Background: an optimization exercise with open tools, aiming at small area, a short achievable clock period and few clock cycles. Do not read the settings as production practice. In this exercise RTL edits were held to simulation tests only and were not proved equivalent to the original. No activity file was given, so power comes from the tool's default toggle rates.

==> design.v <==
`timescale 1ns/1ps
module dut (
    input clk,
    input rst,
    input start,
    input [7:0] a,
    input [7:0] b,
    output reg [7:0] y,
    output reg ready
);
    wire [2:0] L = a[2:0];
    wire [3:0] H = a[6:3];
    wire [5:0] L2 = L * L;
    wire [3:0] P = H * L;                  
    wire c2 = b[7] | b[6];                                         
    wire c1 = (~b[7] & ~b[6] & (b[5] | b[4] | b[3]))               
            | (b[7] & b[6] & (b[5] | (b[4] & b[3])));              
    wire r1 = ~b[7] & ~b[6] & ~b[5] & ~b[4] & ~b[3] & (b[2] | b[1] | b[0]);   
    wire r3 = ~b[7] & ~b[6] & (b[5] | (b[4] & b[3] & (b[2] | (b[1] & b[0]))));  
    wire r5 = (~b[7] & b[6] & b[5] & b[4] & b[3] & b[2] & (b[1] | b[0]))       
            | (b[7] & ~(b[6] & (b[5] | (b[4] & b[3]))));                        
    wire c0 = r1 | r3 | r5;
    wire [5:0] lo = L2 + {3'd0, c2, c1, c0};
    wire [3:0] hi = P + {a[3], 2'b00} + {2'b00, lo[5:4]};
    always @(posedge clk) begin
        y     <= {hi, lo[3:0]};
        ready <= start & ~rst;
    end
endmodule
==> flow/run.sh <==
#!/bin/bash
# The standard ORFS layout (standard.sh) with three changes:
#  - synthesis maps the logic with flow/map.abc (see flow/mysynth.tcl);
#  - no full-adder extraction (ADDER_MAP_FILE empty), so ABC sees all logic;
#  - the port buffers are plain buf_1 cells.
set -euo pipefail
here=$(pwd)
bash standard.sh "SYNTH_SCRIPT=$here/flow/mysynth.tcl" ADDER_MAP_FILE= \
  "BUFFER_PORTS_ARGS=-buffer_cell sky130_fd_sc_hd__buf_1" finish > standard_flow.log 2>&1
==> flow/map.abc <==
strash
&get -n
&deepsyn -J 1000
&put
dch
map
topo
stime -c
==> flow/mysynth.tcl <==
# The standard synthesis script (synth_recipe.tcl), with ORFS's ABC mapping
# script replaced by flow/map.abc.
set my_abc_script [file join [file dirname [file normalize [info script]]] map.abc]
proc synth {args} { yosys synth -nofsm -noshare {*}$args }
proc abc {args} {
  set i [lsearch -exact $args -script]
  if { $i >= 0 } { lset args [expr {$i + 1}] $::my_abc_script }
  yosys abc {*}$args
}
source $::env(SCRIPTS_DIR)/synth.tcl
# left out here: clear keep_hierarchy, flatten, clean up, hide names made inside functions, write 1_2_yosys.v
==> standard.sh <==
#!/bin/bash
# synth_recipe.tcl (not shown) runs the flow's synth.tcl, then flattens the netlist and writes it again
# the make line also repeats each setting of config.mk as NAME=value (left out here)
make -C /OpenROAD-flow-scripts/flow DESIGN_CONFIG=/design/flow/config.mk WORK_HOME=/design/flow/orfs CLKGATE_MAP_FILE= SYNTH_SCRIPT=/design/flow/synth_recipe.tcl "${@:-finish}"
==> config.mk <==
export PLATFORM = sky130hd
export DESIGN_NAME = dut
export DESIGN_NICKNAME = dut
export VERILOG_FILES = /design/flow/design.v
export SDC_FILE = /design/flow/constraint.sdc
export NUM_CORES = 4
export LEC_CHECK = 0
export CAP_MARGIN = 0
export CORE_AREA = 3 3 61 61
export DIE_AREA = 0 0 64 64
export SETUP_SLACK_MARGIN = 3.1
export SLEW_MARGIN = 0
==> constraint.sdc <==
create_clock -name core_clock -period 5.0 [get_ports {clk}]
set_input_delay 1.0000 -clock core_clock [delete_from_list [all_inputs] [get_ports {clk}]]
set_output_delay 1.0000 -clock core_clock [all_outputs]
set_load 0.01 [all_outputs]
==> out/qor.txt, run 1 <==
Outcome: timing/DRC/antenna clean
Max VDD drop: 0.0419 mV
Total power: 0.187 mW
Startpoint types: primary input
Min-Delay Path Depth: 2
Tot GR Track Use: 7.58%
Layout cells sized above 1: 15.0%
Fmax: 546 MHz
RSZ-0062 raised after global routing: true
Initial antenna violation count: 0
GP Congestion: 0.814
Hold Crit Class: primary input to flop
CTS tree: yes
Average wire per standard cell: 8.89 µm
Yosys top cell area share: 32.4%
Share of async-settable or async-resettable flops after synthesis: 0%
Largest net degree at the start of global routing: 12
CTS Root Cell: clkbuf_4
Synth top cells by count: 22 x nand2_1, 11 x clkinv_1, 9 x dfxtp_1
Synth area leader: dfxtp_1
Final hold violations: 0
Io pins: 28
First-pass GRT wire length: 2.42 mm
Clock buffer depth: 2
Hold slack: 0.893 ns
# clock sinks: 9
Max-slew violations: 0
Final net count: 133
Inst Count DP: 153
Die Ht: 64 µm
Critical-path cell list: buf_2 > nand2_2 > o21ai_0 > nand2_1 > nand3_2 > nand3_1 > clkinv_1 > o22ai_1 > nand2_1
Cell mode on critical path: nand2_1
HPWL after DPL: 1.14 mm
Post-synth EDFFs: 0
Vias: 629
Syn Nets: 102
Worst setup EP type: flop
Worst path required time: 5.14 ns
Diode count: 0
Final ANT Viol Nets: 0
Average cell area after synthesis: 6.69 µm²
CP max-delay cell: nand2_1
Final worst-path cycle share: 36.6%
Total CTS buffers: 3
Via density: 4.01
CORE AREA: 0.00313 mm²
Hold Buf Count CTS: 0
Ys flop type: dfxtp_1
DRC: 0
YS warnings: 1
Die footprint: 0.00410 mm²
Static leakage: 0.299 nW
Final WL: 1.40 mm
Least-Margin Pin Slew: 0.242 ns
Non-Filler Instances: 157
# Max-Cap Violations: 0
Fin crit period: 1.83 ns
Starting Density: 17.8%
Die W: 64 µm
Seq/Total Area, Yosys: 32.4%
Vias in the first global route: 560
Area delta synth->final: 35.8%
Gr ovfl total: 0
1st-iter DRT viols: 25
CP max FO: 10
H-Tree Depth: 1
Placed Area: 708 µm²
Post-Syn Area: 556 µm²
Final setup fails: 0
Most common cell in the netlist: nand2_1
Cells after Synth: 83
DRT Pass-1 Iters: 4
CTS clock-pin slew for the worst setup and hold paths: 0.05 ns
Rel. slew slack: 83.9%
Pwr dens: 248 mW/mm²
Slowest stage delay, CP: 0.18 ns
Cell area after layout: 754 µm²
Most area-consuming cells after synthesis: dfxtp_1 32%, nand2_1 15%, clkinv_1 7.4%
Post-synth cell types: 19
Row count: 20
Sum Neg Setup Slack: 0 ns
Crit Path Category: primary input to flop
Worst endpoint data arrival time: 1.97 ns
Port Buffers: 26
Yosys reg bits: 9
## path summary, 6_finish.rpt
| check | from | slack [ns] | end |
|---|---|---|---|
| max | a[1] | 3.17 | y[7] |
| min | rst | 0.89 | ready |
## layout by cell type (no fill, tap or decap), types with 2 or more instances in the layout
cell and count:
buf_1 21, nand2_1 20, clkinv_1 9, dfxtp_1 9, a21oi_1 6, nand3_1 5
xor2_1 4, o21ai_0 4, buf_2 4, nor2_1 3, clkbuf_4 3, and3_2 2
nand2_2 2, nand4_1 2, o22ai_1 2, a31oi_1 2, o31ai_1 2
## stage by stage
step	util (%)	worst slack, ns
after floorplan	-	3.15
after global placement	22.6	2.64
after detailed placement	22.6	2.70
after CTS	23.7	3.14
after global routing	24.1	3.07
final	24.1	3.17
## state kept, by name, summed over array words and instances (netlist names)
register,cells
y,8
ready,1
## report_power, final
group / total, mW / switching (mW) / internal, mW
Combinational: 0.0506 / 0.0317 / 0.0189
Clock: 0.0539 / 0.0233 / 0.0306
Sequential: 0.0825 / 0.00202 / 0.0805
Total: 0.187 / 0.0570 / 0.130
## cell families (layout without fill, tap and decap cells)
family / after synthesis / in the layout / share of synthesized area (%)
xor gates and xnor gates: 4 / 4 / 6.31
DFF: 9 / 9 / 32.4
and+or+nand+nor: 37 / 37 / 29.1
buffers and inverters: 11 / 41 / 7.43
AOI/OAI and AO/OA: 22 / 22 / 24.8
## what timing repair did
item / 4_1_cts / 5_1_grt
pin swaps: 0 / 2
setup buffers: 0 / 0
endpoints found under the setup margin: 1 / 2
hold endpoints to repair: 0 / 0
resized for setup: 6 / 6
## final cells by class
cell class | instances | area (µm²)
clock buffers | 4 | 26.3
fillers | 365 | 2370
inverters | 11 | 42.5
multi-input cells | 63 | 347
flip-flops and latches | 9 | 180
well taps | 44 | 55.1
repair buffers | 26 | 104
## per-layer routing
metal  wire length [µm]  global-route usage (%)
met4                 14                    4.85
met3                 74                    2.11
met1                718                    9.97
met5                  0                       0
met2                588                    10.7
## critical path: cells and delay by family
kind	cells	cell delay, ns
AO/OA/AOI/OAI	2	0.20
AND/OR/NAND/NOR	5	0.54
buffers and inverters	2	0.22
Testbench counts, summed over its fixed seeds: cycles 768.
==> inputs of run 2 (changes only) <==
--- a/flow/run.sh
+++ b/flow/run.sh
@@ -7,3 +7,3 @@
 here=$(pwd)
-bash standard.sh "SYNTH_SCRIPT=$here/flow/mysynth.tcl" ADDER_MAP_FILE= \
+bash standard.sh "SYNTH_SCRIPT=$here/flow/mysynth.tcl" ADDER_MAP_FILE= SETUP_MOVE_SEQUENCE=sizeup,swap \
   "BUFFER_PORTS_ARGS=-buffer_cell sky130_fd_sc_hd__buf_1" finish > standard_flow.log 2>&1
--- a/config.mk
+++ b/config.mk
@@ -7,3 +7,3 @@
 export LEC_CHECK = 0
-export CAP_MARGIN = 0
+export CAP_MARGIN = 20
 export CORE_AREA = 3 3 61 61
@@ -11,2 +11,2 @@
 export SETUP_SLACK_MARGIN = 3.1
-export SLEW_MARGIN = 0
+export SLEW_MARGIN = 20
==> run 2 against run 1 <==
  * Fmax unchanged
  * Sequential cell count stayed put
  * Synthesized cell count unchanged
  * Via count did not move
  * Worst hold slack stayed put
  * Cell count did not move
  * Non-clock buffer count unchanged
  * Clock power about the same
  * Die area unchanged
  * Sequential power barely moved
  * Critical endpoint unchanged
  * Largest power group unchanged
==> out/qor.txt, run 2 <==
Fmax: 546 MHz (unchanged)
Via density: 4.01 (unchanged)
Int Power: 0.130 mW (unchanged)
Commonest non-fill, non-tap cells in the layout: 21 x buf_1, 20 x nand2_1, 9 x clkinv_1, 9 x dfxtp_1, 6 x a21oi_1
Seq/Total Area, Yosys: 32.4% (unchanged)
Met2 Usage GRT: 10.7% (unchanged)
DRT Pass-1 Iters: 4 (unchanged)
Cell area after layout: 754 µm² (unchanged)
Sw Share: 30.5% (unchanged)
Synth area leader: dfxtp_1
Io pins: 28 (unchanged)
Final hold violations: 0 (unchanged)
H-Tree Depth: 1 (unchanged)
CTS clock-pin slew for the worst setup and hold paths: 0.05 ns (about the same)
Delay-heaviest family, CP: simple AND/OR/NAND/NOR gates
Synth top cells by count: 22 x nand2_1, 11 x clkinv_1, 9 x dfxtp_1
# clock sinks: 9 (unchanged)
Filler cells: 365 (unchanged)
Buf/Inv on CP: 2 (unchanged)
Total power: 0.187 mW (unchanged)
Clock share of power: 28.8% (about the same)
Most common cell in the netlist: nand2_1
Yosys reg bits: 9 (unchanged)
Post-synth EDFFs: 0 (unchanged)
Final net count: 133 (unchanged)
# Max-Cap Violations: 0 (unchanged)
Max-slew violations: 0 (unchanged)
Static leakage: 0.299 nW (unchanged)
Max reg flops: 8 (unchanged)
Vias: 629 (unchanged)
Initial antenna violation count: 0 (unchanged)
Area delta synth->final: 35.8% (unchanged)
HPWL after DPL: 1.14 mm (unchanged)
Synth Area in XOR/XNOR: 6.31% (unchanged)
Vias in the first global route: 560 (unchanged)
Largest net degree at the start of global routing: 12 (unchanged)
CTS tree: yes
Share of async-settable or async-resettable flops after synthesis: 0% (unchanged)
Post-synth cell types: 19 (unchanged)
Die footprint: 0.00410 mm² (unchanged)
Rel. slew slack: 83.9% (unchanged)
Total CTS buffers: 3 (unchanged)
Slowest stage delay, CP: 0.18 ns (about the same)
Port Buffers: 26 (unchanged)
Starting Density: 17.8% (unchanged)
Yosys top cell area share: 32.4% (unchanged)
CP max-delay cell: nand2_1
Critical-path cell list: buf_2 > nand2_2 > o21ai_0 > nand2_1 > nand3_2 > nand3_1 > clkinv_1 > o22ai_1 > nand2_1
Most common cell after layout, fill and taps aside: buf_1
GRT Max-Usage Layer: met2
Largest family of logic cells by synthesized area: simple AND/OR/NAND/NOR gates
Post-Syn Area: 556 µm² (unchanged)
Outcome: timing/DRC/antenna clean
Logic gate share of total power: 27.1% (about the same)
Row count: 20 (unchanged)
Post-CTS Setup Inserts: 0 (unchanged)
Placed Area: 708 µm² (unchanged)
Worst setup EP type: flop
CTS Root Cell: clkbuf_4
Average cell area after synthesis: 6.69 µm² (unchanged)
Average wire per standard cell: 8.89 µm (unchanged)
Adder-cell share of the synthesized area: 0% (unchanged)
Max VDD drop: 0.0419 mV (unchanged)
Hold Crit Class: primary input to flop
Most area-consuming cells after synthesis: dfxtp_1 32%, nand2_1 15%, clkinv_1 7.4%
Least-Margin Pin Slew: 0.242 ns (unchanged)
Final worst-path cycle share: 36.6% (unchanged)
Sum Neg Setup Slack: 0 ns (unchanged)
Cell mode on critical path: nand2_1
Ys flop type: dfxtp_1
GR Util met3: 2.11% (unchanged)
First-pass GRT wire length: 2.42 mm (unchanged)
Final setup fails: 0 (unchanged)
P_sw: 0.0570 mW (unchanged)
CP max FO: 10 (unchanged)
Reg power frac: 44.1% (about the same)
Syn Nets: 102 (unchanged)
CORE AREA: 0.00313 mm² (unchanged)
Pwr dens: 248 mW/mm² (unchanged)
Crit Path Category: primary input to flop
Final ANT Viol Nets: 0 (unchanged)
Clock buffer depth: 2 (unchanged)
Simple-gate share of the synthesized area: 29.1% (unchanged)
1st-iter DRT viols: 25 (unchanged)
Gr ovfl total: 0 (unchanged)
Top Registers: y x8, ready x1
Mux cell area share after synthesis: 0% (unchanged)
Worst path required time: 5.14 ns (about the same)
Cells after Synth: 83 (unchanged)
Worst endpoint data arrival time: 1.97 ns (about the same)
Startpoint types: primary input
YS warnings: 1 (unchanged)
Top reg by flops: y
DRC: 0 (unchanged)
Final WL: 1.40 mm (unchanged)
Reg area: 180 µm² (unchanged)
Fin crit period: 1.83 ns (unchanged)
Complex-gate fraction of the synthesized area: 24.8% (unchanged)
Diode count: 0 (unchanged)
Die Ht: 64 µm (unchanged)
Layout cells sized above 1: 15.0% (unchanged)
GP Congestion: 0.814 (unchanged)
Met1 Usage GRT: 9.97% (unchanged)
RSZ-0062 raised after global routing: true
Tot GR Track Use: 7.58% (unchanged)
Area of the multi-input gates: 347 µm² (unchanged)
Die W: 64 µm (unchanged)
run 2: final timing paths:
check,from,to,slack (ns),depth (start not counted)
setup / recovery,a[1],y[7],3.17,9
hold / removal,rst,ready,0.89,2
run 2: layout make-up:
type                            count  area share (%)
Inverter                           11            5.64
Tap cell                           44            7.30
Multi-Input combinational cell     63            45.9
Timing Repair Buffer               26            13.8
Sequential cell                     9            23.9
Clock buffer                        4            3.48
run 2: power by group through the flow:
stage	logic (mW)	clock network (mW)	registers (mW)
after global placement	0.0488	0	0.0840
after CTS	0.0500	0.0584	0.0825
after floorplan	0.0247	0	0.0888
after global routing	0.0587	0.0628	0.0834
after detailed placement	0.0491	0	0.0841
final	0.0506	0.0539	0.0825
run 2: through the flow:
step	hold WS, ns	setup WS, ns	instances	util, %
global route	0.887	3.07	157	24.1
floorplan	1.07	3.15	83	-
finish	0.893	3.17	157	24.1
detailed placement	1.16	2.70	153	22.6
CTS	0.878	3.14	157	23.7
global placement	1.15	2.64	153	22.6
run 2: timing repair:
item | 4_1_cts | 5_1_grt
endpoints found under the setup margin | 1 | 2
hold buffers | 0 | 0
resized for setup | 6 | 6
pin swaps | 0 | 2
hold endpoints to repair | 0 | 0
run 2: logic make-up (layout without fill, tap and decap cells):
kind of cell / after synthesis / count (layout)
AOI/OAI and AO/OA: 22 / 22
buffers and inverters: 11 / 41
DFF: 9 / 9
xor gates and xnor gates: 4 / 4
and+or+nand+nor: 37 / 37
run 2: metal layers:
layer | share of wire, % | wire length (µm)
met5 | 0 | 0
met1 | 51 | 718
met4 | 1.0 | 14
met2 | 42 | 588
met3 | 5.3 | 74
==> inputs of run 3 (changes only) <==
==> design.v (replaced) <==
`timescale 1ns/1ps
module dut (
    input clk,
    input rst,
    input start,
    input [7:0] a,
    input [7:0] b,
    output reg [7:0] y,
    output reg ready
);
    wire [2:0] L = a[2:0];
    wire [3:0] H = a[6:3];
    wire [5:0] L2 = L * L;
    wire [3:0] P = H * L;                  
    wire ge24  = b[4] & b[3];
    wire hi216 = b[5] | ge24;              
    wire c2 = b[7] | b[6];                 
    wire c1 = b[7] ? (b[6] & hi216)        
                   : (~b[6] & (b[5] | b[4] | b[3]));    
    wire z00 = b[5] | (ge24 & (b[2] | (b[1] & b[0])))
             | (~(b[5] | b[4] | b[3]) & (b[2] | b[1] | b[0]));
    wire z01 = b[5] & ge24 & b[2] & (b[1] | b[0]);
    wire c0 = b[7] ? ~(b[6] & hi216) : (b[6] ? z01 : z00);
    wire [5:0] lo = L2 + {3'd0, c2, c1, c0};
    wire [3:0] hi = P + {a[3], 2'b00} + {2'b00, lo[5:4]};
    always @(posedge clk) begin
        y     <= {hi, lo[3:0]};
        ready <= start & ~rst;
    end
endmodule
--- a/flow/run.sh
+++ b/flow/run.sh
@@ -7,3 +7,3 @@
 here=$(pwd)
-bash standard.sh "SYNTH_SCRIPT=$here/flow/mysynth.tcl" ADDER_MAP_FILE= SETUP_MOVE_SEQUENCE=sizeup,swap \
+bash standard.sh "SYNTH_SCRIPT=$here/flow/mysynth.tcl" ADDER_MAP_FILE= \
   "BUFFER_PORTS_ARGS=-buffer_cell sky130_fd_sc_hd__buf_1" finish > standard_flow.log 2>&1
==> run 3 against run 2 <==
  * Wire length rose by 0.14%
  * Fmax rose by 2.2%
  * Largest cell class unchanged
  * Non-clock buffer count rose by 3
  * Largest power group unchanged
==> out/qor.txt, run 3 <==
Outcome: timing/DRC/antenna clean
DRT Pass-1 Iters: 4 (unchanged)
Die footprint: 0.00410 mm² (unchanged)
Worst Setup SP: a[0]
Die W: 64 µm (unchanged)
RSZ-0062 raised after global routing: false
Pre-CTS setup slack: 2.61 ns (-0.0867 ns)
Final setup margin: 3.21 ns (+0.0402 ns)
Final net count: 141 (+6.0%)
Starting Density: 17.6% (-0.20 points)
Int Power: 0.128 mW (-1.7%)
Static leakage: 0.297 nW (-0.68%)
Average wire per standard cell: 8.47 µm (-4.7%)
Initial antenna violation count: 0 (unchanged)
Io pins: 28 (unchanged)
P_sw: 0.0563 mW (-1.2%)
Post-synth EDFFs: 0 (unchanged)
Ys flop type: dfxtp_1
Average cell area after synthesis: 6.24 µm² (-6.7%)
Most common cell in the netlist: nand2_1
Rel. slew slack: 82.0% (-1.9 points)
Largest net degree at the start of global routing: 11 (-1)
Pwr dens: 240 mW/mm² (-3.3%)
Reg power frac: 43.9% (-0.2 points)
Worst Setup EP: y[6]
Largest family of logic cells by synthesized area: simple AND/OR/NAND/NOR gates
Adder-cell share of the synthesized area: 0% (unchanged)
Gr ovfl total: 0 (unchanged)
Final core utilization: 24.6% (+0.44 points)
DRC: 0 (unchanged)
Port Buffers: 26 (unchanged)
HPWL after DPL: 1.16 mm (+2.1%)
CTS clock-pin slew for the worst setup and hold paths: 0.06 ns (about the same)
Vias in the first global route: 644 (+15%)
Layout cells sized above 1: 12.4% (-2.6 points)
Synth area leader: dfxtp_1
Top reg by flops: y
Die Ht: 64 µm (unchanged)
Worst endpoint data arrival time: 1.94 ns (-0.03 ns)
CTS Root Cell: clkbuf_4
Final setup fails: 0 (unchanged)
Total CTS buffers: 3 (unchanged)
Yosys reg bits: 9 (unchanged)
Tot GR Track Use: 7.55% (-0.034 points)
Row count: 20 (unchanged)
Commonest non-fill, non-tap cells in the layout: 21 x buf_1, 17 x nand2_1, 11 x clkinv_1, 11 x o21ai_0, 10 x nor2_1
Max VDD drop: 0.0531 mV (+27%)
Complex-gate fraction of the synthesized area: 26.4% (+1.6 points)
Max-slew violations: 0 (unchanged)
Final WL: 1.40 mm (+0.14%)
Logic gate share of total power: 26.8% (-0.3 points)
Hold Crit Class: primary input to flop
# Max-Cap Violations: 0 (unchanged)
Via density: 4.17 (+4.1%)
Yosys top cell area share: 32.8% (+0.37 points)
Synth Area in XOR/XNOR: 0% (-6.3 points)
CTS tree: yes
Top Registers: y x8, ready x1
Post-synth cell types: 15 (-4)
Worst path required time: 5.15 ns (about the same)
Crit Path Category: primary input to flop
Seq/Total Area, Yosys: 32.8% (+0.37 points)
Fmax: 558 MHz (+2.2%)
Most common cell after layout, fill and taps aside: buf_1
Final worst-path cycle share: 35.8% (-0.80 points)
Post-Syn Area: 549 µm² (-1.1%)
Worst setup EP type: flop
H-Tree Depth: 1 (unchanged)
CORE AREA: 0.00313 mm² (unchanged)
Min-Delay Path Depth: 2 (unchanged)
First-pass GRT wire length: 2.48 mm (+2.9%)
Hold Buf Count CTS: 0 (unchanged)
Diode count: 0 (unchanged)
Max reg flops: 8 (unchanged)
1st-iter DRT viols: 40 (+60%)
CP max FO: 10 (unchanged)
Sum Neg Setup Slack: 0 ns (unchanged)
Hold slack: 0.891 ns (-0.00245 ns)
Final ANT Viol Nets: 0 (unchanged)
Vias: 688 (+9.4%)
Synth top cells by count: 17 x nand2_1, 12 x clkinv_1, 11 x o21ai_0
Area delta synth->final: 39.9%
Final hold violations: 0 (unchanged)
Syn Nets: 107 (+4.9%)
Fin crit period: 1.79 ns (-0.0402 ns)
Clock share of power: 29.3% (+0.5 points)
Clock buffer depth: 2 (unchanged)
Cells after Synth: 88 (+6.0%)
Sw Share: 30.6% (+0.11 points)
Simple-gate share of the synthesized area: 32.6% (+3.5 points)
Share of async-settable or async-resettable flops after synthesis: 0% (unchanged)
GP Congestion: 0.802 (-1.4%)
Mux cell area share after synthesis: 0% (unchanged)
YS warnings: 1 (unchanged)
Startpoint types: primary input
Least-Margin Pin Slew: 0.269 ns (+0.0273 ns)
# clock sinks: 9 (unchanged)
Most area-consuming cells after synthesis: dfxtp_1 33%, nand2_1 12%, o21ai_0 10%
## run 3: timing repair
action	in CTS	in global routing
resized for setup	1	7
setup endpoints to repair	2	2
pin swaps	0	0
buffers inserted	0	3
## run 3: layout make-up
cell class | count | area [µm²]
repair buffers | 29 | 129
inverters | 12 | 48.8
well taps | 44 | 55.1
flip-flops and latches | 9 | 180
clock inverters | 1 | 5.00
fillers | 357 | 2360
multi-input cells | 67 | 328
clock buffers | 3 | 22.5
## run 3: worst min-delay path by stage
stage | start | to | slack [ns]
2_1_floorplan | rst | ready | 1.07
3_3_place_gp | rst | ready | 1.16
3_5_place_dp | rst | ready | 1.16
4_1_cts | rst | ready | 0.88
5_1_grt | rst | ready | 0.89
6_report | rst | ready | 0.89
## run 3: logic make-up after synthesis
family / Yosys count
AND/OR/NAND/NOR: 41
flip-flops: 9
AO/OA/AOI/OAI: 26
buffers and inverters: 12
## run 3: routing by layer
| metal | track usage (%) | up-vias | routed length, µm |
|---|---|---|---|
| met4 | 6.74 | 0 | 52 |
| met5 | 0 | - | 0 |
| met1 | 8.28 | 293 | 611 |
| met2 | 11.9 | 21 | 627 |
| met3 | 1.93 | 6 | 107 |
| li1 | - | 368 | - |
## run 3: metrics by stage
step                cell area, µm²  instances  power, mW
finish                         768        165      0.184
global route                   768        165      0.202
CTS                            731        162      0.185
detailed placement             702        158      0.129
global placement               702        158      0.129
floorplan                      549         88      0.110
## run 3: power groups by stage
stage | combinational, mW | clock, mW | sequential, mW
2_1_floorplan | 0.0226 | 0 | 0.0871
3_3_place_gp | 0.0461 | 0 | 0.0826
3_5_place_dp | 0.0461 | 0 | 0.0826
4_1_cts | 0.0465 | 0.0578 | 0.0809
5_1_grt | 0.0572 | 0.0630 | 0.0818
6_report | 0.0494 | 0.0539 | 0.0809
## run 3: worst max-delay path, cell delays in order
cell and delay (ns):
clkbuf_4 0.19, clkinvlp_4 0.13, nor2_1 0.14, o21ai_0 0.13
a21oi_1 0.19, nor2_1 0.06, nand2_1 0.05, nand2_1 0.04
Testbench counts of run 3, summed over its fixed seeds: cycles 768.
==> inputs of run 4 (changes only) <==
==> flow/map.abc (replaced) <==
strash
&get -n
&deepsyn -J 1000
&put
dch
map -a
topo
stime -c
==> run 4 against run 3 <==
  * Sequential cell count did not move
  * Clock power is 3% lower
  * Global-route usage down 1.3 points
  * Final area is 6.8% higher
  * Via count down 12%
  * Cell count is 7.3% lower
  * Sequential share of layout area fell by 1.5 points
  * Worst hold slack improved by 0.0031 ns
  * Setup slack lost 0.14 ns
  * Critical endpoint is now y[1]
==> out/qor.txt, run 4 <==
Fmax: 518 MHz (-7.2%)
Outcome: timing/DRC/antenna clean
Sum Neg Setup Slack: 0 ns (unchanged)
Layout cells sized above 1: 29.4% (+17 points)
Tot GR Track Use: 6.26% (-1.3 points)
H-Tree Depth: 1 (unchanged)
Hold Buf Count CTS: 0 (unchanged)
Hold Crit Class: primary input to flop
Largest family of logic cells by synthesized area: compound AO/OA/AOI/OAI gates
CTS clock-pin slew for the worst setup and hold paths: 0.05 ns (about the same)
1st-iter DRT viols: 9 (-78%)
Simple-gate share of the synthesized area: 22.7% (-9.9 points)
Post-Syn Area: 508 µm² (-7.5%)
Total CTS buffers: 3 (unchanged)
Average cell area after synthesis: 6.43 µm² (+3.0%)
Least-Margin Pin Slew: 0.386 ns (+0.116 ns)
Pre-CTS setup slack: 2.56 ns (-0.0517 ns)
Total power: 0.193 mW (+4.9%)
Mux cell area share after synthesis: 0% (unchanged)
GP Congestion: 0.867 (+8.1%)
Logic gate share of total power: 30.6% (+3.8 points)
Final setup fails: 0 (unchanged)
Adder-cell share of the synthesized area: 0% (unchanged)
Final worst-path cycle share: 38.6% (+2.8 points)
Vias: 604 (-12%)
Worst endpoint data arrival time: 2.11 ns (+0.17 ns)
Worst path required time: 5.18 ns (+0.03 ns)
Crit Path Category: primary input to flop
# clock sinks: 9 (unchanged)
DRT Pass-1 Iters: 4 (unchanged)
CTS Root Cell: clkbuf_4
Gr ovfl total: 0 (unchanged)
Initial antenna violation count: 0 (unchanged)
Complex-gate fraction of the synthesized area: 25.9% (-0.56 points)
Post-synth EDFFs: 0 (unchanged)
Final setup margin: 3.07 ns (-0.139 ns)
Cells after Synth: 79 (-10%)
Most common cell in the netlist: clkinv_1
Clock share of power: 27.1% (-2.2 points)
Port Buffers: 26 (unchanged)
Max reg flops: 8 (unchanged)
Reg power frac: 42.3% (-1.6 points)
Int Power: 0.132 mW (+3.5%)
Top Registers: y x8, ready x1
Largest net degree at the start of global routing: 9 (-2)
Final net count: 129 (-8.5%)
RSZ-0062 raised after global routing: true
HPWL after DPL: 1.08 mm (-6.7%)
Worst setup EP type: flop
Top reg by flops: y
Final core utilization: 26.2% (+1.7 points)
Static leakage: 0.302 nW (+1.7%)
Io pins: 28 (unchanged)
CORE AREA: 0.00313 mm² (unchanged)
Final hold violations: 0 (unchanged)
YS warnings: 1 (unchanged)
CP max FO: 3 (-7)
Vias in the first global route: 506 (-21%)
Die W: 64 µm (unchanged)
Seq/Total Area, Yosys: 35.5% (+2.7 points)
Diode count: 0 (unchanged)
Max VDD drop: 0.0429 mV (-19%)
DRC: 0 (unchanged)
Syn Nets: 98 (-8.4%)
Starting Density: 16.2% (-1.3 points)
Synth top cells by count: 17 x clkinv_1, 13 x nor2_1, 12 x nand2_1
Max-slew violations: 0 (unchanged)
Most common cell after layout, fill and taps aside: buf_1
Yosys top cell area share: 35.5% (+2.7 points)
First-pass GRT wire length: 2.01 mm (-19%)
Row count: 20 (unchanged)
Startpoint types: primary input
Fin crit period: 1.93 ns (+0.139 ns)
Average wire per standard cell: 9.50 µm (+12%)
Sw Share: 31.5% (+0.91 points)
P_sw: 0.0609 mW (+8.0%)
Final ANT Viol Nets: 0 (unchanged)
Ys flop type: dfxtp_1
Most area-consuming cells after synthesis: dfxtp_1 35%, clkinv_1 13%, nor2_1 9.6%
Pwr dens: 235 mW/mm² (-1.8%)
Die footprint: 0.00410 mm² (unchanged)
Synth area leader: dfxtp_1
Area delta synth->final: 61.6%
Clock buffer depth: 2 (unchanged)
Final WL: 1.45 mm (+3.9%)
Rel. slew slack: 74.3% (-7.7 points)
Die Ht: 64 µm (unchanged)
Hold slack: 0.894 ns (+0.00311 ns)
Synth Area in XOR/XNOR: 3.45% (+3.4 points)
CTS tree: yes
# Max-Cap Violations: 0 (unchanged)
Commonest non-fill, non-tap cells in the layout: 20 x buf_1, 12 x nand2_1, 9 x dfxtp_1, 8 x clkinv_1, 8 x a21oi_1
Via density: 3.95 (-5.3%)
Post-synth cell types: 16 (+1)
Share of async-settable or async-resettable flops after synthesis: 0% (unchanged)
Yosys reg bits: 9 (unchanged)
run 4: timing repair:
| item | 4_1_cts | 5_1_grt |
|---|---|---|
| pin swaps | 2 | 4 |
| cloned | 0 | 0 |
| endpoints found under the setup margin | 5 | 4 |
| buffers inserted | 0 | 0 |
| resized for setup | 7 | 23 |
run 4: worst paths after layout:
check | startpoint | endpoint | slack (ns) | cells past startpoint
min | rst | ready | 0.89 | 2
max | b[3] | y[1] | 3.07 | 9
run 4: layout make-up:
class / count / area, µm²
tap: 44 / 55.1
sequential: 9 / 180
inverter: 17 / 87.6
multi-input combinational: 53 / 364
timing repair buffer: 26 / 108
fill: 347 / 2310
clock buffer: 4 / 26.3
run 4: power groups by stage:
stage	registers (mW)	logic, mW	clock network, mW
3_3_place_gp	0.0834	0.0480	0
5_1_grt	0.0824	0.0655	0.0611
6_report	0.0817	0.0590	0.0524
2_1_floorplan	0.0881	0.0252	0
4_1_cts	0.0817	0.0495	0.0554
3_5_place_dp	0.0833	0.0483	0
run 4: metal layers:
metal	up-vias	global-route usage, %	wire, µm
met5	-	0	0
met2	27	9.16	709
met3	0	2.11	126
met4	0	3.77	0
met1	255	7.85	617
li1	322	-	-
run 4: through the flow:
step                instances  area, µm²
global placement          149        704
floorplan                  79        552
CTS                       153        739
global route              153        821
finish                    153        821
detailed placement        149        704
run 4: cell families after synthesis:
group | count (synthesis)
AO/OA/AOI/OAI | 22
XOR/XNOR | 2
buffers and inverters | 17
flip-flops | 9
AND/OR/NAND/NOR | 29
run 4: critical path: stages:
cell      delay [ns]
buf_4           0.13
clkinv_8        0.05
nor2_4          0.11
clkinv_2        0.10
nor4_4          0.21
o32ai_4         0.15
nor2_2          0.18
a211oi_2        0.05
a21oi_1         0.13
==> inputs of run 5 (changes only) <==
==> flow/map.abc (replaced) <==
strash
&get -n
&deepsyn -J 1000
&put
if -g
strash
dch
map
topo
stime -c
--- a/config.mk
+++ b/config.mk
@@ -10,3 +10,3 @@
 export DIE_AREA = 0 0 64 64
-export SETUP_SLACK_MARGIN = 3.1
+export SETUP_SLACK_MARGIN = 3.0
 export SLEW_MARGIN = 20
==> run 5 against run 4 <==
  * Synthesized cell count grew 13%
  * Setup slack improved by 0.093 ns
  * Sequential cell count unchanged
  * Critical path type unchanged
==> out/qor.txt, run 5 <==
Total CTS buffers: 3 (unchanged)
Final setup fails: 0 (unchanged)
Critical-path cell list: buf_1 > a21oi_1 > o21bai_1 > nand3_1 > o211ai_1 > nand2_1
CORE AREA: 0.00313 mm² (unchanged)
Ys flop type: dfxtp_1
Clock buffer depth: 2 (unchanged)
Final worst-path cycle share: 36.8% (-1.9 points)
First-pass GRT wire length: 2.46 mm (+23%)
Cells after Synth: 89 (+13%)
Complex-gate fraction of the synthesized area: 26.4% (+0.54 points)
Max-slew violations: 0 (unchanged)
Slowest stage delay, CP: 0.33 ns (+0.12 ns)
Reg power frac: 45.6% (+3.3 points)
Max reg flops: 8 (unchanged)
Port Buffers: 26 (unchanged)
Cell area after layout: 739 µm² (-9.9%)
Layout cells sized above 1: 3.36% (-26 points)
CTS Root Cell: clkbuf_4
Average cell area after synthesis: 6.28 µm² (-2.3%)
Max layer used: met4
Worst path required time: 5.14 ns (-0.04 ns)
Routed wire length on met2: 544 µm (-23%)
Simple-gate share of the synthesized area: 31.3% (+8.7 points)
CTS clock-pin slew for the worst setup and hold paths: 0.05 ns (about the same)
Post-synth EDFFs: 0 (unchanged)
Pwr dens: 241 mW/mm² (+2.4%)
Metal-1 WL: 674 µm (+9.2%)
Gr ovfl total: 0 (unchanged)
Most area-consuming cells after synthesis: dfxtp_1 32%, nand2_1 12%, o21ai_0 12%
RSZ-0062 raised after global routing: false
Final setup margin: 3.16 ns (+0.0933 ns)
Via density: 3.94 (about the same)
YS warnings: 1 (unchanged)
Area delta synth->final: 32.2%
1st-iter DRT viols: 24 (+15)
Final net count: 139 (+7.8%)
Share of async-settable or async-resettable flops after synthesis: 0% (unchanged)
Max VDD drop: 0.0420 mV (-2.0%)
Synth area leader: dfxtp_1
Outcome: timing/DRC/antenna clean
Sw Share: 28.9% (-2.6 points)
Mux cell area share after synthesis: 0% (unchanged)
Largest net degree at the start of global routing: 12 (+3)
Final hold violations: 0 (unchanged)
Total power: 0.178 mW (-7.7%)
Seq/Total Area, Yosys: 32.2% (-3.3 points)
Startpoint types: primary input
Initial antenna violation count: 0 (unchanged)
Worst endpoint data arrival time: 1.98 ns (-0.13 ns)
Starting Density: 17.9% (+1.6 points)
Most common cell after layout, fill and taps aside: buf_1
Fmax: 544 MHz (+5.1%)
Die W: 64 µm (unchanged)
DRC: 0 (unchanged)
Die Ht: 64 µm (unchanged)
Top reg by flops: y
Least-Margin Pin Slew: 0.430 ns (+0.0444 ns)
Io pins: 28 (unchanged)
H-Tree Depth: 1 (unchanged)
Crit Path Category: primary input to flop
Worst setup EP type: flop
Clock share of power: 28.5% (+1.4 points)
Average wire per standard cell: 8.18 µm (-14%)
Syn Nets: 108 (+10%)
Hold Crit Class: primary input to flop
Sum Neg Setup Slack: 0 ns (unchanged)
Static leakage: 0.277 nW (-8.4%)
# clock sinks: 9 (unchanged)
Fin crit period: 1.84 ns (-0.0933 ns)
# Max-Cap Violations: 0 (unchanged)
Vias: 643 (+6.5%)
Synth Area in XOR/XNOR: 0% (-3.4 points)
Top Registers: y x8, ready x1
Die footprint: 0.00410 mm² (unchanged)
Final ANT Viol Nets: 0 (unchanged)
Post-Syn Area: 559 µm² (+10%)
Yosys top cell area share: 32.2% (-3.3 points)
Placed Area: 712 µm² (+1.1%)
Diode count: 0 (unchanged)
Final WL: 1.33 mm (-8.3%)
P_sw: 0.0514 mW (-15%)
Adder-cell share of the synthesized area: 0% (unchanged)
GP Congestion: 0.711 (-18%)
WL met3: 97 µm (-23%)
CTS tree: yes
Row count: 20 (unchanged)
Commonest non-fill, non-tap cells in the layout: 25 x buf_1, 18 x nand2_1, 15 x clkinv_1, 13 x o21ai_0
Synth top cells by count: 18 x nand2_1, 15 x clkinv_1, 13 x o21ai_0
Filler cells: 368 (+6.1%)
Rel. slew slack: 71.3% (-3.0 points)
Tot GR Track Use: 7.40% (+1.1 points)
Vias in the first global route: 612 (+21%)
Yosys reg bits: 9 (unchanged)
Non-Filler Instances: 163 (+6.5%)
Inst Count DP: 159 (+6.7%)
Largest family of logic cells by synthesized area: simple AND/OR/NAND/NOR gates
Int Power: 0.127 mW (-4.2%)
Post-synth cell types: 17 (+1)
Logic gate share of total power: 26.0% (-4.6 points)
Pre-CTS setup slack: 2.87 ns (+0.314 ns)
CP max-delay cell: buf_1
CP max FO: 10 (+7)
DRT Pass-1 Iters: 4 (unchanged)
HPWL after DPL: 1.12 mm (+3.2%)
Post-CTS Setup Inserts: 0 (unchanged)
Most common cell in the netlist: nand2_1
==> run 5: cell types whose count changed in the layout (fill, tap and decap cells not counted), sizes merged, moves of 2 or more <==
cell	previous run	this run
o21ai	5	13
a21oi	9	3
inv	6	0
nand2	12	18
clkinv	11	15
nand3	2	6
nor2	13	9
nand4	0	3
a21boi	0	2
nand3b	0	2
xor2	2	0
==> run 5: layout make-up <==
class | instances | area [µm²] | share of cell area [%]
Tap cell | 44 | 55.1 | 7.45
Timing Repair Buffer | 26 | 98.8 | 13.4
Sequential cell | 9 | 180 | 24.4
Inverter | 15 | 56.3 | 7.61
Clock buffer | 4 | 26.3 | 3.55
Multi-Input combinational cell | 65 | 323 | 43.7
==> run 5: metrics by stage <==
step / hold WS [ns] / utilization, %
final: 0.905 / 23.6
after global routing: 0.903 / 23.6
after CTS: 0.898 / 23.6
after detailed placement: 1.16 / 22.8
after global placement: 1.16 / 22.8
after floorplan: 1.07 / -
==> run 5: worst paths after layout <==
check  start  endpoint  cells after the start
max     a[1]      y[6]                      6
min      rst     ready                      2
==> run 5: worst max-delay path: cells and delay by family <==
kind,cells,cell delay (ns)
buf+inv,1,0.33
compound gates,3,0.47
simple gates,2,0.18
==> run 5: cells by family (layout without fill, tap and decap cells) <==
kind of cell           count (synthesis)  after routing
AO/OA/AOI/OAI                         25             25
buffers and inverters                 15             45
flip-flops                             9              9
AND/OR/NAND/NOR                       40             40
==> run 5: per-layer routing <==
| metal | vias up | track usage (%) |
|---|---|---|
| met5 | - | 0 |
| met4 | 0 | 4.85 |
| met3 | 2 | 1.76 |
| met2 | 18 | 11.0 |
| met1 | 260 | 9.45 |
| li1 | 363 | - |
==> run 5: power by group through the flow <==
stage	Combinational, mW	Sequential, mW	Clock [mW]
after floorplan	0.0217	0.0874	0
after global placement	0.0460	0.0828	0
after detailed placement	0.0466	0.0828	0
after CTS	0.0467	0.0813	0.0537
after global routing	0.0544	0.0820	0.0591
final	0.0463	0.0813	0.0507
==> run 5: timing repair <==
action | 4_1_cts | 5_1_grt
resized for setup | 0 | 1
hold buffers | 0 | 0
endpoints found under the setup margin | 0 | 2
==> inputs of run 6 (changes only) <==
--- a/config.mk
+++ b/config.mk
@@ -10,3 +10,3 @@
 export DIE_AREA = 0 0 64 64
-export SETUP_SLACK_MARGIN = 3.0
+export SETUP_SLACK_MARGIN = 3.2
 export SLEW_MARGIN = 20
==> run 6 against run 5 <==
  * Critical path depth shrank 5
  * Largest power group unchanged
  * Non-clock buffer count did not move
  * Worst hold slack is essentially flat
  * Still clean on timing, DRC and antenna
  * Die area did not move
  * Setup slack better by 0.15 ns
  * First-iteration DRC count is 29% higher
  * Sequential share of layout area fell by 0.52 points
  * Critical endpoint is now y[2]
  * Cell count stayed put
  * Fmax up 8.6%
==> out/qor.txt, run 6 <==
Outcome: timing/DRC/antenna clean
Hold slack: 0.904 ns (-0.0000360 ns)
Least-Margin Pin Slew: 0.225 ns (-0.205 ns)
Max reg flops: 8 (unchanged)
Met1 Usage GRT: 9.45% (unchanged)
Average wire per standard cell: 8.21 µm (+0.45%)
Non-Filler Instances: 163 (unchanged)
CORE AREA: 0.00313 mm² (unchanged)
CTS clock-pin slew for the worst setup and hold paths: 0.05 ns (about the same)
Die W: 64 µm (unchanged)
Diode count: 0 (unchanged)
Inst Count DP: 159 (unchanged)
Max VDD drop: 0.0421 mV (+0.24%)
Hold Crit Class: primary input to flop
Cells after Synth: 89 (unchanged)
H-Tree Depth: 1 (unchanged)
Row count: 20 (unchanged)
Seq/Total Area, Yosys: 32.2% (unchanged)
Starting Density: 17.9% (unchanged)
Delay-heaviest family, CP: flip-flops
Syn Nets: 108 (unchanged)
Ys flop type: dfxtp_1
Final hold violations: 0 (unchanged)
GR Util met3: 1.76% (unchanged)
Most common cell in the netlist: nand2_1
Yosys top cell area share: 32.2% (unchanged)
Synth top cells by count: 18 x nand2_1, 15 x clkinv_1, 13 x o21ai_0
Crit Path Category: flop to primary output
Via density: 4.02 (+1.9%)
Filler cells: 366 (-0.54%)
Fin crit period: 1.69 ns (-0.145 ns)
Largest net degree at the start of global routing: 12 (unchanged)
Final net count: 139 (unchanged)
Vias in the first global route: 612 (unchanged)
Most area-consuming cells after synthesis: dfxtp_1 32%, nand2_1 12%, o21ai_0 12%
# clock sinks: 9 (unchanged)
Top Registers: y x8, ready x1
Final WL: 1.34 mm (+0.45%)
1st-iter DRT viols: 31 (+29%)
Port Buffers: 26 (unchanged)
Final worst-path cycle share: 33.8% (-2.9 points)
RSZ-0062 raised after global routing: true
Pwr dens: 238 mW/mm² (-1.1%)
Area delta synth->final: 35.1%
Synth area leader: dfxtp_1
Post-synth EDFFs: 0 (unchanged)
Most common cell after layout, fill and taps aside: buf_1
Post-Syn Area: 559 µm² (unchanged)
Static leakage: 0.292 nW (+5.6%)
Buf/Inv on CP: 1 (unchanged)
Io pins: 28 (unchanged)
Post-synth cell types: 17 (unchanged)
Vias: 655 (+1.9%)
Tot GR Track Use: 7.40% (unchanged)
DRT Pass-1 Iters: 4 (unchanged)
Layout cells sized above 1: 10.1% (+6.7 points)
Startpoint types: flop
Worst path required time: 4.00 ns (-1.14 ns)
Commonest non-fill, non-tap cells in the layout: 20 x buf_1, 18 x nand2_1, 15 x clkinv_1, 12 x o21ai_0, 9 x dfxtp_1
Max-slew violations: 0 (unchanged)
Total CTS buffers: 3 (unchanged)
Slowest stage delay, CP: 0.30 ns (-0.03 ns)
Final ANT Viol Nets: 0 (unchanged)
Worst setup EP type: primary output
Final setup fails: 0 (unchanged)
First-pass GRT wire length: 2.46 mm (unchanged)
Die Ht: 64 µm (unchanged)
Critical-path cell list: buf_1
HPWL after DPL: 1.12 mm (unchanged)
Sum Neg Setup Slack: 0 ns (unchanged)
Top reg by flops: y
Rel. slew slack: 84.8% (+14 points)
Average cell area after synthesis: 6.28 µm² (unchanged)
CP max FO: 1 (-9)
CTS tree: yes
DRC: 0 (unchanged)
Fmax: 591 MHz (+8.6%)
# Max-Cap Violations: 0 (unchanged)
Met2 Usage GRT: 11.0% (unchanged)
Min-Delay Path Depth: 2 (unchanged)
CP max-delay cell: dfxtp_1
Yosys reg bits: 9 (unchanged)
Gr ovfl total: 0 (unchanged)
GP Congestion: 0.711 (unchanged)
Worst endpoint data arrival time: 0.69 ns (-1.29 ns)
Clock buffer depth: 2 (unchanged)
Share of async-settable or async-resettable flops after synthesis: 0% (unchanged)
Die footprint: 0.00410 mm² (unchanged)
Initial antenna violation count: 0 (unchanged)
GRT Max-Usage Layer: met2
YS warnings: 1 (unchanged)
Post-CTS Setup Inserts: 0 (unchanged)
Crit path depth: 1 (-5)
CTS Root Cell: clkbuf_4
[run 6: cell counts after synthesis]
Identical to the previous run, type by type.
[run 6: per-stage QoR]
stage | total power, mW | setup slack, ns | area [µm²] | utilization [%]
after floorplan | 0.109 | 3.33 | 559 | -
after global placement | 0.129 | 2.87 | 712 | 22.8
after detailed placement | 0.129 | 2.87 | 712 | 22.8
after CTS | 0.182 | 3.20 | 741 | 23.7
after global routing | 0.198 | 3.17 | 756 | 24.2
final | 0.180 | 3.31 | 756 | 24.2
[run 6: cells by family after synthesis]
kind of cell,count (synthesis),synth area share (%)
flip-flops,9,32.2
buffers and inverters,15,10.1
AO/OA/AOI/OAI,25,26.4
AND/OR/NAND/NOR,40,31.3
[run 6: area by class of cell]
| cell class | count | area [µm²] | area share, % |
|---|---|---|---|
| Clock buffer | 4 | 26.3 | 3.48 |
| Inverter | 15 | 56.3 | 7.45 |
| Tap cell | 44 | 55.1 | 7.28 |
| Multi-Input combinational cell | 65 | 333 | 44.0 |
| Timing Repair Buffer | 26 | 105 | 13.9 |
| Sequential cell | 9 | 180 | 23.8 |
[run 6: timing repair]
| action | 4_1_cts | 5_1_grt |
|---|---|---|
| gates cloned | 0 | 0 |
| pin swaps | 0 | 2 |
| endpoints found under the hold margin | 0 | 0 |
| resized for setup | 2 | 9 |
| endpoints found under the setup margin | 2 | 5 |
| hold buffers | 0 | 0 |
[run 6: report_power, final]
part	total (mW)	leakage, nW	internal (mW)	switching (mW)
sequential	0.0813	0.0757	0.0797	0.00157
clock	0.0507	0.0150	0.0304	0.0203
combinational	0.0482	0.202	0.0179	0.0303
[run 6: metal layers]
layer  vias to the layer above  share of wire [%]
met5                         -                  0
met3                         2                7.9
met2                        22                 41
met4                         0                1.3
li1                        363                  -
met1                       268                 49
[run 6: path summary, 6_finish.rpt]
| kind | endpoint | slack [ns] | start |
|---|---|---|---|
| worst max-delay path | y[2] | 3.31 | y[2] |
| worst min-delay path | ready | 0.90 | rst |
==> inputs of run 7 (changes only) <==
==> flow/map.abc (replaced) <==
strash
&get -n
&deepsyn -J 1000
&put
if -g
strash
&get -n
&dch
&nf -p
&put
topo
stime -c
==> run 7 against run 6 <==
  * Global-route usage decreased by 0.54 points
  * Area after synthesis decreased by 9.4%
  * Still clean on timing, DRC and antenna
  * Utilization decreased by 0.80 points
  * Via count decreased by 10%
  * Highest routed layer is now met3
  * Non-clock buffer count unchanged
==> out/qor.txt, run 7 <==
Outcome: timing/DRC/antenna clean
Die W: 64 µm (unchanged)
Min-Delay Path Depth: 2 (unchanged)
Clock buffer depth: 2 (unchanged)
Worst endpoint data arrival time: 1.89 ns (+1.20 ns)
# Max-Cap Violations: 0 (unchanged)
Static leakage: 0.274 nW (-6.2%)
Startpoint types: primary input
CTS clock-pin slew for the worst setup and hold paths: 0.06 ns (about the same)
Die Ht: 64 µm (unchanged)
Initial antenna violation count: 0 (unchanged)
Layout cells sized above 1: 15.8% (+5.7 points)
Io pins: 28 (unchanged)
Die footprint: 0.00410 mm² (unchanged)
Hold Buf Count CTS: 0 (unchanged)
Final hold violations: 0 (unchanged)
Yosys top cell area share: 35.6% (+3.3 points)
CP max-delay cell: a21oi_1
Cells after Synth: 65 (-27%)
Crit Path Category: primary input to flop
Diode count: 0 (unchanged)
Top Registers: y x8, ready x1
Area delta synth->final: 44.2%
CORE AREA: 0.00313 mm² (unchanged)
Final core utilization: 23.4% (-0.80 points)
Worst setup EP type: flop
Slowest stage delay, CP: 0.24 ns (-0.06 ns)
Average cell area after synthesis: 7.80 µm² (+24%)
DRT Pass-1 Iters: 4 (unchanged)
Total CTS buffers: 3 (unchanged)
Max reg flops: 8 (unchanged)
YS warnings: 1 (unchanged)
Most common cell after layout, fill and taps aside: buf_1
Crit path depth: 5 (+4)
Least-Margin Pin Slew: 0.253 ns (+0.0276 ns)
Worst Setup EP: y[7]
Most common cell in the netlist: nand2_1
Post-synth EDFFs: 0 (unchanged)
Max-slew violations: 0 (unchanged)
Average wire per standard cell: 10.0 µm (+22%)
HPWL after DPL: 1.14 mm (+1.9%)
Hold Crit Class: primary input to flop
Rel. slew slack: 83.1% (-1.7 points)
Commonest non-fill, non-tap cells in the layout: 19 x buf_1, 10 x nand2_1, 9 x dfxtp_1, 6 x nor2_1
Most area-consuming cells after synthesis: dfxtp_1 36%, nand2_1 8.1%, a31oi_1 4.9%
Final ANT Viol Nets: 0 (unchanged)
Starting Density: 16.2% (-1.7 points)
Final WL: 1.40 mm (+4.2%)
Sum Neg Setup Slack: 0 ns (unchanged)
Seq/Total Area, Yosys: 35.6% (+3.3 points)
Vias: 589 (-10%)
Delay-heaviest family, CP: compound AO/OA/AOI/OAI gates
Yosys reg bits: 9 (unchanged)
Synth top cells by count: 11 x nand2_1, 9 x dfxtp_1, 6 x nor2_1
Port Buffers: 26 (unchanged)
CTS Root Cell: clkbuf_4
Post-Syn Area: 507 µm² (-9.4%)
CTS tree: yes
Worst path required time: 5.14 ns (+1.14 ns)
Worst Setup SP: a[1]
# clock sinks: 9 (unchanged)
Critical-path cell list: buf_2 > a21oi_1 > a21boi_0 > o211ai_1 > mux2i_1
Post-synth cell types: 25 (+8)
Buf/Inv on CP: 1 (unchanged)
H-Tree Depth: 1 (unchanged)
Fmax: 570 MHz (-3.5%)
Fin crit period: 1.75 ns (+0.0611 ns)
RSZ-0062 raised after global routing: true
CP max FO: 10 (+9)
Post-CTS Setup Inserts: 0 (unchanged)
Ys flop type: dfxtp_1
First-pass GRT wire length: 2.26 mm (-8.4%)
Final worst-path cycle share: 35.1% (+1.2 points)
GP Congestion: 0.771 (+8.6%)
Inst Count DP: 135 (-15%)
Vias in the first global route: 547 (-11%)
1st-iter DRT viols: 11 (-65%)
Final setup margin: 3.25 ns (-0.0611 ns)
Syn Nets: 84 (-22%)
Tot GR Track Use: 6.86% (-0.54 points)
Share of async-settable or async-resettable flops after synthesis: 0% (unchanged)
Non-Filler Instances: 139 (-15%)
Pwr dens: 253 mW/mm² (+6.3%)
DRC: 0 (unchanged)
Top reg by flops: y
Largest net degree at the start of global routing: 13 (+1)
Max VDD drop: 0.0569 mV (+35%)
Gr ovfl total: 0 (unchanged)
Via density: 4.24 (+5.5%)
Filler cells: 370 (+1.1%)
Synth area leader: dfxtp_1
Hold slack: 0.901 ns (-0.00387 ns)
Pre-CTS setup slack: 2.77 ns (-0.107 ns)
Row count: 20 (unchanged)
Final setup fails: 0 (unchanged)
Final net count: 115 (-17%)
[run 7: cell types whose count changed after synthesis, sizes merged, moves of 3 or more]
cell    previous run  this run
o21ai             13         5
clkinv            15         0
nor2               9         6
a31oi              0         4
nand3              6         2
nand2             18        11
[run 7: how the worst min path moves through the flow]
stage	start	to	slack, ns
6_report	rst	ready	0.90
3_3_place_gp	rst	ready	1.16
3_5_place_dp	rst	ready	1.16
5_1_grt	rst	ready	0.89
2_1_floorplan	rst	ready	1.07
4_1_cts	rst	ready	0.89
[run 7: area by class of cell]
type | count | area [µm²] | share of cell area, %
clock buffers | 4 | 26.3 | 3.60
well taps | 44 | 55.1 | 7.53
repair buffers | 26 | 106 | 14.6
multi-input cells | 56 | 363 | 49.7
flip-flops and latches | 9 | 180 | 24.7
[run 7: cell families (layout without fill, tap and decap cells)]
group	after synthesis	in the layout	share of synthesized area, %
mux	2	2	3.95
flops	9	9	35.6
xor+xnor	2	2	3.46
buf+inv	0	30	0
compound gates	25	25	32.8
simple gates	27	27	24.2
[run 7: what timing repair did]
item | in CTS | in global routing
pin swaps | 0 | 1
resized for setup | 4 | 11
setup endpoints to repair | 2 | 5
[run 7: per-layer routing]
metal  vias to the layer above  track usage, %  wire, µm
met4                         0            4.04         0
met3                         0            2.99       124
li1                        303               -         -
met5                         -               0         0
met1                       260            7.45       596
met2                        26            11.0       675
[run 7: power breakdown]
group | internal (mW) | total, mW | switching (mW)
registers | 0.0800 | 0.0818 | 0.00181
logic | 0.0206 | 0.0505 | 0.0299
clock network | 0.0306 | 0.0529 | 0.0224
total | 0.131 | 0.185 | 0.0541
[run 7: per-stage QoR]
stage / cell area [µm²] / power [mW]
after CTS: 703 / 0.186
after detailed placement: 667 / 0.130
after floorplan: 514 / 0.109
after global routing: 731 / 0.199
after global placement: 667 / 0.128
final: 731 / 0.185
==> inputs of run 8 (changes only) <==
==> flow/map.abc (replaced) <==
strash
&get -n
&deepsyn -J 1000
&put
if -g
strash
dch
map
topo
stime -c
--- a/config.mk
+++ b/config.mk
@@ -10,3 +10,3 @@
 export DIE_AREA = 0 0 64 64
-export SETUP_SLACK_MARGIN = 3.2
+export SETUP_SLACK_MARGIN = 3.1
 export SLEW_MARGIN = 20
==> run 8 against run 7 <==
  * Still clean
  * Count of clock-buffer cells in the layout stayed put
  * Worst hold slack improved by 0.0039 ns
  * Fmax increased by 1.8%
  * Wire length fell by 3.7%
  * Global-route usage increased by 0.54 points
  * Largest cell class unchanged
==> out/qor.txt, run 8 <==
Most area-consuming cells after synthesis: dfxtp_1 32%, nand2_1 12%, o21ai_0 12%
Cells after Synth: 89 (+37%)
Yosys reg bits: 9 (unchanged)
Ys flop type: dfxtp_1
Max-slew violations: 0 (unchanged)
1st-iter DRT viols: 20 (+9)
Vias in the first global route: 612 (+12%)
Synth top cells by count: 18 x nand2_1, 15 x clkinv_1, 13 x o21ai_0
CORE AREA: 0.00313 mm² (unchanged)
Hold path endpoint: ready
Vias: 640 (+8.7%)
Total CTS buffers: 3 (unchanged)
DRT Pass-1 Iters: 4 (unchanged)
Area delta synth->final: 32.9%
Final net count: 139 (+21%)
CP max FO: 4 (-6)
Hold Buf Count CTS: 0 (unchanged)
Least-Margin Pin Slew: 0.294 ns (+0.0416 ns)
Hold Crit Class: primary input to flop
Fmax: 580 MHz (+1.8%)
Final core utilization: 23.8% (+0.40 points)
Clock buffer depth: 2 (unchanged)
Delay-heaviest family, CP: compound AO/OA/AOI/OAI gates
Final WL: 1.34 mm (-3.7%)
Outcome: timing/DRC/antenna clean
Final hold violations: 0 (unchanged)
YS warnings: 1 (unchanged)
Static leakage: 0.286 nW (+4.3%)
Worst path required time: 5.17 ns (+0.03 ns)
Critical-path cell list: buf_1 > nand2_1 > a21oi_1 > o21ai_0 > nand4_1 > a21boi_1
Yosys top cell area share: 32.2% (-3.3 points)
Final worst-path cycle share: 34.5% (-0.61 points)
Average cell area after synthesis: 6.28 µm² (-19%)
Worst endpoint data arrival time: 1.90 ns (about the same)
Top Registers: y x8, ready x1
Die Ht: 64 µm (unchanged)
Top reg by flops: y
Die W: 64 µm (unchanged)
Slowest stage delay, CP: 0.19 ns (-0.05 ns)
CTS Root Cell: clkbuf_4
Placed Area: 712 µm² (+6.8%)
Post-synth EDFFs: 0 (unchanged)
Startpoint types: primary input
Max VDD drop: 0.0420 mV (-26%)
Seq/Total Area, Yosys: 32.2% (-3.3 points)
Buf/Inv on CP: 1 (unchanged)
Io pins: 28 (unchanged)
Synth area leader: dfxtp_1
Diode count: 0 (unchanged)
Average wire per standard cell: 8.25 µm (-18%)
Gr ovfl total: 0 (unchanged)
Pwr dens: 241 mW/mm² (-5.1%)
Crit Path Category: primary input to flop
CP max-delay cell: a21boi_1
GP Congestion: 0.711 (-7.9%)
Max reg flops: 8 (unchanged)
HPWL after DPL: 1.12 mm (-1.8%)
Worst setup EP type: flop
Share of async-settable or async-resettable flops after synthesis: 0% (unchanged)
Row count: 20 (unchanged)
Post-CTS sizing: 0 (-4)
Fin crit period: 1.72 ns (-0.0304 ns)
Die footprint: 0.00410 mm² (unchanged)
Post-Syn Area: 559 µm² (+10%)
DRC: 0 (unchanged)
Most common cell after layout, fill and taps aside: buf_1
Syn Nets: 108 (+29%)
CTS clock-pin slew for the worst setup and hold paths: 0.05 ns (about the same)
Final setup fails: 0 (unchanged)
Hold path start: rst
Most common cell in the netlist: nand2_1
H-Tree Depth: 1 (unchanged)
Starting Density: 17.9% (+1.7 points)
Initial antenna violation count: 0 (unchanged)
First-pass GRT wire length: 2.46 mm (+9.2%)
Min-Delay Path Depth: 2 (unchanged)
Largest net degree at the start of global routing: 12 (-1)
Commonest non-fill, non-tap cells in the layout: 22 x buf_1, 18 x nand2_1, 15 x clkinv_1, 13 x o21ai_0
Via density: 3.93 (-7.3%)
RSZ-0062 raised after global routing: true
# clock sinks: 9 (unchanged)
Final ANT Viol Nets: 0 (unchanged)
Tot GR Track Use: 7.40% (+0.54 points)
Port Buffers: 26 (unchanged)
Cell area after layout: 743 µm² (+1.7%)
# Max-Cap Violations: 0 (unchanged)
CTS tree: yes
Post-CTS Setup Inserts: 0 (unchanged)
Post-synth cell types: 17 (-32%)
Sum Neg Setup Slack: 0 ns (unchanged)
Layout cells sized above 1: 5.88% (-9.9 points)
Rel. slew slack: 80.4% (-2.7 points)
[run 8: how the worst max path moves through the flow]
stage,to,start,cells past startpoint,slack (ns)
after floorplan,y[0],b[7],5,3.33
after global placement,y[6],a[0],8,2.87
after detailed placement,y[6],a[0],8,2.87
after CTS,y[6],a[0],8,3.13
after global routing,y[6],a[4],8,3.08
final,y[0],b[3],6,3.28
[run 8: logic make-up after synthesis]
| kind of cell | share of synthesized area (%) |
|---|---|
| buffers and inverters | 10.1 |
| and+or+nand+nor | 31.3 |
| AOI/OAI and AO/OA | 26.4 |
| DFF | 32.2 |
[run 8: layout make-up]
| cell class | count | area (µm²) |
|---|---|---|
| Clock buffer | 4 | 26.3 |
| Multi-Input combinational cell | 65 | 323 |
| Inverter | 15 | 56.3 |
| Tap cell | 44 | 55.1 |
| Timing Repair Buffer | 26 | 103 |
| Fill cell | 365 | 2380 |
| Sequential cell | 9 | 180 |
[run 8: metal layers]
layer | vias up | track usage [%] | routed length [µm]
met5 | - | 0 | 0
met4 | 0 | 4.85 | 17
met3 | 2 | 1.76 | 94
met2 | 18 | 11.0 | 548
met1 | 257 | 9.45 | 683
li1 | 363 | - | -
[run 8: through the flow]
| step | std cells | setup slack (ns) | total power, mW | hold WS (ns) |
|---|---|---|---|---|
| after global placement | 159 | 2.87 | 0.129 | 1.16 |
| after global routing | 163 | 3.08 | 0.196 | 0.903 |
| after floorplan | 89 | 3.33 | 0.109 | 1.07 |
| after CTS | 163 | 3.13 | 0.182 | 0.898 |
| after detailed placement | 159 | 2.87 | 0.129 | 1.16 |
| final | 163 | 3.28 | 0.179 | 0.905 |
[run 8: where the power goes]
| group | total [mW] | internal (mW) | leakage [nW] | switching (mW) |
|---|---|---|---|---|
| Combinational | 0.0468 | 0.0171 | 0.195 | 0.0297 |
| Sequential | 0.0812 | 0.0797 | 0.0757 | 0.00157 |
| Clock | 0.0507 | 0.0304 | 0.0150 | 0.0203 |
| Total | 0.179 | 0.127 | 0.286 | 0.0516 |
==> inputs of run 9 (changes only) <==
==> flow/map.abc (replaced) <==
strash
&get -n
&deepsyn -J 1000
&put
if -g
strash
&get -n
&dch
&nf -p
&put
topo
stime -c
--- a/config.mk
+++ b/config.mk
@@ -10,3 +10,3 @@
 export DIE_AREA = 0 0 64 64
-export SETUP_SLACK_MARGIN = 3.1
+export SETUP_SLACK_MARGIN = 3.0
 export SLEW_MARGIN = 20
==> run 9 against run 8 <==
  * Sequential cell count did not move
  * Non-clock buffer count did not move
  * Fmax fell by 8.1%
  * Sequential share of layout area rose by 2.0 points
  * Via count fell by 10%
  * Total power rose by 1.1%
  * Wire length fell by 0.74%
  * Die area did not move
  * Critical path depth fell by 1
  * Critical endpoint is now y[6]
  * Largest cell class unchanged
  * Largest power group unchanged
==> out/qor.txt, run 9 <==
Logic gate share of total power: 25.5% (-0.7 points)
Critical-path cell list: buf_1 > or2_0 > o211ai_1 > a31oi_1 > xnor2_1
Startpoint types: primary input
P_sw: 0.0522 mW (+1.2%)
Hold Buf Count CTS: 0 (unchanged)
Most area-consuming cells after synthesis: dfxtp_1 36%, nand2_1 8.1%, a31oi_1 4.9%
Die W: 64 µm (unchanged)
CTS Root Cell: clkbuf_4
Most common cell after layout, fill and taps aside: buf_1
Final ANT Viol Nets: 0 (unchanged)
Worst setup EP type: flop
Crit Path Category: primary input to flop
Worst endpoint data arrival time: 2.01 ns (+0.11 ns)
Placed Area: 659 µm² (-7.4%)
Final core utilization: 22.0% (-1.8 points)
Rel. slew slack: 72.7% (-7.7 points)
Ys flop type: dfxtp_1
Static leakage: 0.243 nW (-15%)
Slowest stage delay, CP: 0.32 ns (+0.13 ns)
Sw Share: 28.9% (+0.036 points)
Clock share of power: 29.3% (+0.9 points)
CORE AREA: 0.00313 mm² (unchanged)
Reg power frac: 45.2% (-0.2 points)
Vias: 573 (-10%)
Clock buffer depth: 2 (unchanged)
Commonest non-fill, non-tap cells in the layout: 25 x buf_1, 11 x nand2_1, 9 x dfxtp_1, 6 x nor2_1, 5 x o21ai_0
First-pass GRT wire length: 2.24 mm (-9.0%)
Fin crit period: 1.87 ns (+0.152 ns)
Min-Delay Path Depth: 2 (unchanged)
Die Ht: 64 µm (unchanged)
Worst path required time: 5.14 ns (-0.03 ns)
Max-slew violations: 0 (unchanged)
Top Registers: y x8, ready x1
Least-Margin Pin Slew: 0.409 ns (+0.115 ns)
Max reg flops: 8 (unchanged)
Cells after Synth: 65 (-27%)
DRC: 0 (unchanged)
Largest net degree at the start of global routing: 13 (+1)
Yosys top cell area share: 35.6% (+3.3 points)
Final WL: 1.33 mm (-0.74%)
Tot GR Track Use: 6.74% (-0.66 points)
Inst Count DP: 135 (-15%)
Io pins: 28 (unchanged)
Pwr dens: 263 mW/mm² (+9.4%)
Final net count: 115 (-17%)
Hold Crit Class: primary input to flop
RSZ-0062 raised after global routing: true
CTS clock-pin slew for the worst setup and hold paths: 0.06 ns (about the same)
Final setup fails: 0 (unchanged)
Share of async-settable or async-resettable flops after synthesis: 0% (unchanged)
Filler cells: 366 (+0.27%)
Die footprint: 0.00410 mm² (unchanged)
Total CTS buffers: 3 (unchanged)
CP max FO: 11 (+7)
Final worst-path cycle share: 37.5% (+3.0 points)
Total power: 0.181 mW (+1.1%)
Diode count: 0 (unchanged)
Yosys reg bits: 9 (unchanged)
Fmax: 533 MHz (-8.1%)
Outcome: timing/DRC/antenna clean
Via density: 4.12 (+5.0%)
Layout cells sized above 1: 4.21% (-1.7 points)
Sum Neg Setup Slack: 0 ns (unchanged)
HPWL after DPL: 1.11 mm (-0.36%)
Synth area leader: dfxtp_1
Gr ovfl total: 0 (unchanged)
Port Buffers: 26 (unchanged)
Top reg by flops: y
Post-CTS Setup Inserts: 0 (unchanged)
Max VDD drop: 0.0578 mV (+37%)
Syn Nets: 84 (-22%)
Cell area after layout: 687 µm² (-7.6%)
Post-synth cell types: 25 (+8)
YS warnings: 1 (unchanged)
Area delta synth->final: 35.6%
CTS tree: yes
Int Power: 0.129 mW (+1.1%)
H-Tree Depth: 1 (unchanged)
Most common cell in the netlist: nand2_1
Initial antenna violation count: 0 (unchanged)
Hold path start: rst
GP Congestion: 0.807 (+14%)
Synth top cells by count: 11 x nand2_1, 9 x dfxtp_1, 6 x nor2_1
Post-synth EDFFs: 0 (unchanged)
Starting Density: 16.2% (-1.7 points)
Worst Setup SP: a[3]
Post-CTS sizing: 0 (unchanged)
Final hold violations: 0 (unchanged)
CP max-delay cell: buf_1
Average wire per standard cell: 9.60 µm (+16%)
Post-Syn Area: 507 µm² (-9.4%)
Buf/Inv on CP: 1 (unchanged)
Vias in the first global route: 551 (-10%)
Row count: 20 (unchanged)
Delay-heaviest family, CP: compound AO/OA/AOI/OAI gates
Average cell area after synthesis: 7.80 µm² (+24%)
Seq/Total Area, Yosys: 35.6% (+3.3 points)
Non-Filler Instances: 139 (-15%)
# clock sinks: 9 (unchanged)
DRT Pass-1 Iters: 4 (unchanged)
# Max-Cap Violations: 0 (unchanged)
1st-iter DRT viols: 16 (-20%)
Crit path depth: 5 (-1)
-- run 9: cell count changes after synthesis, sizes merged, moves of 3 or more --
cell | before | now
nand2 | 18 | 11
clkinv | 15 | 0
nand3 | 6 | 2
o21ai | 13 | 5
nor2 | 9 | 6
a31oi | 0 | 4
-- run 9: kinds of logic (layout without fill, tap and decap cells) --
logic type / Yosys count / in the layout / share of synthesized area, %
AO/OA/AOI/OAI: 25 / 25 / 32.8
flip-flops: 9 / 9 / 35.6
XOR/XNOR: 2 / 2 / 3.46
buffers and inverters: 0 / 30 / 0
AND/OR/NAND/NOR: 27 / 27 / 24.2
multiplexers: 2 / 2 / 3.95
-- run 9: layer usage --
metal  vias to the layer above  part of all wire [%]  global-route usage (%)
met5                         -                     0                       0
met4                         0                  0.60                    3.50
met3                         2                   7.0                    2.11
met2                        24                    44                    11.1
met1                       241                    49                    7.73
li1                        306                     -                       -
-- run 9: metrics by stage --
stage	worst slack [ns]	hold WS (ns)
final	3.13	0.905
after global routing	2.97	0.895
after CTS	3.01	0.901
after detailed placement	2.76	1.16
after global placement	2.79	1.16
after floorplan	3.07	1.07
-- run 9: worst paths after layout --
kind	to	slack, ns
worst min-delay path	ready	0.91
worst max-delay path	y[6]	3.13
-- run 9: final cells by class --
cell class / instances / area, µm² / area share (%)
flip-flops and latches: 9 / 180 / 26.2
well taps: 44 / 55.1 / 8.01
multi-input cells: 56 / 327 / 47.5
clock buffers: 4 / 26.3 / 3.83
repair buffers: 26 / 98.8 / 14.4
-- run 9: power by group through the flow --
stage          Clock (mW)  Combinational (mW)  Sequential, mW
6_report           0.0530              0.0461          0.0818
5_1_grt            0.0599              0.0525          0.0826
4_1_cts            0.0550              0.0458          0.0819
3_5_place_dp            0              0.0456          0.0835
3_3_place_gp            0              0.0438          0.0837
2_1_floorplan           0              0.0206          0.0881

Setup slack of run 9, layout unchanged: 3.125 ns with ideal ports, 3.121 ns with driving cells assumed (clock clkbuf_16, inputs buf_2), 2.855 ns with port delays also shifted by the 0.267 ns mid clock arrival.
